This is an optimization exercise on Yosys and OpenROAD, whose aim is small area, not a production implementation.
Where RTL was checked, it was by simulation tests only, not by an equivalence proof against the original.
No driver is modelled on the clock port, so clock power and skew are understated where the tree is cut down; a real chip needs a root buffer or a tree.

== JK ==
// EECS3216_Project
module EECS3216_Project(input MAX10_CLK1_50, input rst, input KEY1, output reg [9:0] LEDR,
								output reg [6:0] HEX0, HEX1, HEX2, HEX3,
								output reg	rdyLight, speedOneLight, speedTwoLight, speedThreeLight);
Size: roughly 180 cells after synthesis, about 45 I/O pins, roughly 1200 µm² of cells after synthesis.
==> module EECS3216_Project, before the edit <==
module EECS3216_Project(input MAX10_CLK1_50, input rst, input KEY1, output reg [9:0] LEDR,
								output reg [6:0] HEX0, HEX1, HEX2, HEX3,
								output reg	rdyLight, speedOneLight, speedTwoLight, speedThreeLight);
localparam [2:0] S_RDY = 3'd0, S_ONE = 3'd1, S_TWO = 3'd2, S_THREE = 3'd3;
localparam [2:0] S_LOSE = 3'd4, S_LOSE_SHOWN = 3'd5, S_WIN = 3'd6, S_WIN_SHOWN = 3'd7;
reg [2:0] st;
reg [7:0] counter;      
reg [3:0] lp;
localparam [3:0] Z9 = 4'd15;
reg [2:0] gs;           
reg toggle, blink;
reg [1:0] p;
reg led4, led5;
wire over = st[2];
wire first = p[1] & p[0] & !st[2] & !st[0];    
wire is_rdy = (st[1:0] == 2'd0);
wire press = !KEY1 && toggle;
wire hit = lp[2] & !lp[1] & !lp[0];        
wire good = press && hit;
wire lp_hi = lp[3];                        
wire at0 = !lp[3] & !lp[2] & !lp[1] & !lp[0];
wire at1 = !lp[3] & !lp[2] & !lp[1] & lp[0];
wire at2 = !lp[2] & lp[1] & !lp[0];
wire at3 = !lp[2] & lp[1] & lp[0];
wire at5 = lp[2] & !lp[1] & lp[0];
wire at6 = lp[2] & lp[1] & !lp[0];
wire at7 = !lp[3] & lp[2] & lp[1] & lp[0];
wire at8 = lp[3] & !lp[0];
wire at9 = lp[3] & !lp[1] & lp[0];
wire [3:0] lp_dn = lp[3] ? {lp[0], !lp[0], !lp[0], !lp[0]}
                         : {at0, lp[2] & (lp[1] | lp[0]), (lp[1] & lp[0]) | hit, !lp[0]};
wire [3:0] lp_up = lp[3] ? {1'b1, !lp[0], !lp[0], 1'b1}
                         : {lp[2] & lp[1] & lp[0], lp[2] ^ (lp[1] & lp[0]), lp[1] ^ lp[0], !lp[0]};
wire [7:0] c = counter;
reg tick;
always @* begin
	case (st[1:0])
		2'd0: tick = c[7] | (c[6] & c[5] & (c[4] | c[3] | c[2] | c[1]));
		2'd1: tick = c[7] & c[6] & c[2] & c[1];
		2'd2: tick = c[6] & c[5] & c[1];
		default: tick = c[5] & c[4];
	endcase
end
wire blink_v = blink | good;
wire blink_tick = tick && !over && is_rdy && blink_v;
wire sweep_tick = tick && !over && !(is_rdy && blink_v);
wire gs_zero = gs == 3'd0;
reg [2:0] nst;
always @* begin
	nst = st;
	case (st)
		S_RDY: if (!blink && (gs[1] | gs[0])) nst = {1'b0, gs[1:0]};
		S_ONE: if (gs_zero) nst = S_LOSE; else if (gs[1]) nst = S_RDY;
		S_TWO: if (gs_zero) nst = S_LOSE; else if (gs[0]) nst = S_RDY;
		S_THREE: if (gs_zero) nst = S_LOSE; else if (gs[2]) nst = S_WIN;
		default: nst = {1'b1, st[1], 1'b1};
	endcase
end
always @(posedge MAX10_CLK1_50) begin
	if (rst) begin
		st <= S_RDY;
		counter <= 0;
		lp <= 0;
		gs <= 3'd1;
		toggle <= 1;
		blink <= 1;
		led4 <= 0;
		led5 <= 0;
		p <= 2'd3;
	end else begin
		st <= nst;
		counter <= tick ? 8'd0 : counter + 8'd1;
		if (KEY1) toggle <= 1;
		if (press) begin
			toggle <= 0;
			if (!hit) gs <= 3'd0;
			else gs <= {gs[2] | (gs[1] & gs[0]), gs[1] ^ gs[0], !gs[2] & !gs[0]};    
		end
		if (!over) p <= st[1:0];
		if (blink_tick) begin
			lp <= lp_up;
			led5 <= !lp_hi & !led5;
		end else if (sweep_tick) begin
			if (hit) led4 <= 1;
			if (at3) led4 <= 0;
			if (at5) led5 <= 1;
			if (hit) led5 <= 0;
			lp <= lp_dn;
		end else if (good && !over)
			lp <= 4'd0;
		blink <= blink_v && !(blink_tick && lp_hi);
	end
end
always @* begin
	LEDR[0] = at9;                         
	LEDR[1] = !blink && at0;
	LEDR[2] = !blink && at1;
	LEDR[3] = !blink && at2;
	LEDR[4] = led4;
	LEDR[5] = led5;
	LEDR[6] = !blink && at5;
	LEDR[7] = !blink && at6;
	LEDR[8] = !blink && at7;
	LEDR[9] = !blink && at8;
	rdyLight = p != 2'd0 && !first;
	speedOneLight = p != 2'd1 && !first;
	speedTwoLight = p != 2'd2 && !first;
	speedThreeLight = p != 2'd3;
	HEX3 = 7'b1111111; HEX2 = 7'b1111111; HEX1 = 7'b1111111; HEX0 = 7'b1111111;
	if (st == S_LOSE_SHOWN) begin
		HEX3 = 7'b1000111; HEX2 = 7'b1000000; HEX1 = 7'b0010010; HEX0 = 7'b0000110;
	end else if (st == S_WIN_SHOWN) begin
		HEX2 = 7'b0010001; HEX1 = 7'b0001000; HEX0 = 7'b0010001;
	end
end
endmodule
export LEC_CHECK = 0
export CAP_MARGIN = 20
export CORE_AREA = 3 3 63 63
export DIE_AREA = 0 0 66 66
export SLEW_MARGIN = 20
create_clock -name core_clock -period 10.0 [get_ports {MAX10_CLK1_50}]
standard.sh (not shown) runs the stock make flow with config.mk's settings and CLKGATE_MAP_FILE= SYNTH_SCRIPT=/design/flow/synth_recipe.tcl, a recipe that flattens the netlist after the stock synthesis.
==> flow/flow/run.sh <==
#!/bin/bash
# Own layout flow: the standard flow, with these changes.
#  1. After the standard synthesis, the combinational logic is re-mapped for area with
#     ABC (flow/resynth.sh, script flow/area.abc, sixteen random tries, smallest kept). Every
#     flip-flop instance is kept as the standard synthesis made it (same names, same cells).
#     The re-mapped netlist is proved equivalent to the standard one (flow/eqcheck.sh),
#     else the standard one is used.
#  2. Ports are buffered with sky130_fd_sc_hd__buf_1 instead of the default buffer.
#  3. The clock tree is built without dummy loads, then (flow/post_cts.tcl) replaced by a
#     single buf_12, fed from the clock port, driving every register.
#  4. The constant outputs share the one tie cell the synthesis makes (no tie fanout repair).
# Each tool's output goes to its own log file in this folder.
set -euo pipefail
export BUFFER_PORTS_ARGS="-buffer_cell sky130_fd_sc_hd__buf_1"
export CTS_ARGS="-sink_clustering_enable -repair_clock_nets -dont_use_dummy_load -buf_list sky130_fd_sc_hd__clkbuf_8"
export SKIP_REPAIR_TIE_FANOUT=1
export POST_CTS_TCL="$PWD/flow/post_cts.tcl"
YOSYS=yosys
if ! command -v yosys >/dev/null 2>&1; then YOSYS="$FLOW_HOME/../tools/install/yosys/bin/yosys"; fi
export YOSYS
R=orfs/results/${FLOW_PLATFORM:-sky130hd}/EECS3216_Project/base
bash standard.sh synth > synth_make.log 2>&1
cp $R/1_2_yosys.v std_synth.v
# sixteen tries: seeds 1..8 with "amap -m", seeds 1..4 with "amap", seeds 9..12 with
# "amap -m" and a longer search
TRIES="m1 m2 m3 m4 m5 m6 m7 m8 a1 a2 a3 a4 l9 l10 l11 l12"
for wave in "m1 m2 m3 m4" "m5 m6 m7 m8" "a1 a2 a3 a4" "l9 l10 l11 l12"; do
  for t in $wave; do
    s=${t:1}
    T=10; m="amap -m"
    if [[ ${t:0:1} == a ]]; then m="amap"; fi
    if [[ ${t:0:1} == l ]]; then T=30; fi
    sed -e "s/&deepsyn -T 10/\&deepsyn -T $T -S $s/" -e "s/amap/$m/" flow/area.abc > area_$t.abc
    ( bash flow/resynth.sh std_synth.v resynth_$t.v "$PWD/area_$t.abc" > resynth_$t.log 2>&1 &&
      bash flow/eqcheck.sh std_synth.v resynth_$t.v > eqcheck_$t.log 2>&1 ) || true &
  done
  wait
done
best=""; best_area=""
for s in $TRIES; do
  if grep -q EQUIV_OK eqcheck_$s.log 2>/dev/null; then
    a=$(grep "Chip area" resynth_$s.log | tail -1 | awk '{print $NF}')
    if [[ -z "$best" ]] || awk "BEGIN{exit !($a < $best_area)}"; then best=$s; best_area=$a; fi
  fi
done
if [[ -n "$best" ]]; then
  cp resynth_$best.v $R/1_2_yosys.v
  echo "using re-mapped netlist from try $best, area $best_area" > netlist_choice.log
else
  echo "using standard netlist" > netlist_choice.log
fi
touch $R/1_2_yosys.v
bash standard.sh > finish_make.log 2>&1
Other scripts of this flow, unchanged in this note and not shown: flow/flow/area.abc, flow/flow/eqcheck.sh, flow/flow/post_cts.tcl, flow/flow/resynth.sh
Edits applied to the flow inputs when going from JK to MS:
--- a/flow/design.v
+++ b/flow/design.v
@@ -36,8 +36,7 @@
 always @* begin
 	case (st[1:0])
-		2'd0: tick = c[7] | (c[6] & c[5] & (c[4] | c[3] | c[2] | c[1]));
 		2'd1: tick = c[7] & c[6] & c[2] & c[1];
-		2'd2: tick = c[6] & c[5] & c[1];
-		default: tick = c[5] & c[4];
+		2'd3: tick = c[6] | (c[5] & c[4]);
+		default: tick = c[7] | (c[6] & c[5] & (c[4] | c[3] | c[2] | c[1]));
 	endcase
 end
Findings:
Number of nets at the end of the flow went up by a few percent going from JK to MS.
Relative to JK, minimum clock period has decreased by 0.19 ns in MS.
In MS, the post-placement setup slack came out 0.30 ns above the value in JK.
A critical path capture point of LEDR[8] is what MS shows, while lp[2] belongs to JK.
Diff JK -> MS | synthesized cell count | increase of 2.2%
JK and MS ended up with roughly the same core utilization.
MS: slack of the critical path is 0.19 ns higher than what JK reported.
For final-layout non-clock buffer area share, JK and MS come out practically identical.
Diff JK -> MS | number of multi-input logic gates | up by a few percent
For JK, only the layout was checked, not whether the RTL still works.

==> separate check: timing with driven ports <==
In the flow no input, the clock included, has a driving cell. The finished layouts below were timed again as built, in two steps.
Step 1 (the two cells are an assumption about what drives the block):
set clk [get_ports {MAX10_CLK1_50}]
set_driving_cell -lib_cell sky130_fd_sc_hd__clkbuf_16 $clk
set_driving_cell -lib_cell sky130_fd_sc_hd__buf_2 [delete_from_list [all_inputs] $clk]
Step 2 adds t to the input delays and takes it off the output delays; t is the mean of the earliest and latest rising clock arrival at the registers after step 1. Input paths then give back, and output paths get back, about the clock's delay inside the block.
Three values: ideal, step 1, step 2; two values: the first two.
run | shift t [ns] | slack for setup (ns) | worst data-port slew with drivers (ns) | cell pins on the clock port's net
JK | 0.162 | 6.373 / 6.386 / 6.224 | 0.03 | 1
MS | 0.159 | 6.560 / 6.527 / 6.564 | 0.03 | 1
After both steps every run listed still meets setup and hold. The setup slack of JK, which loses most, moves by +0.013 ns with the drivers and by -0.149 ns with both steps.
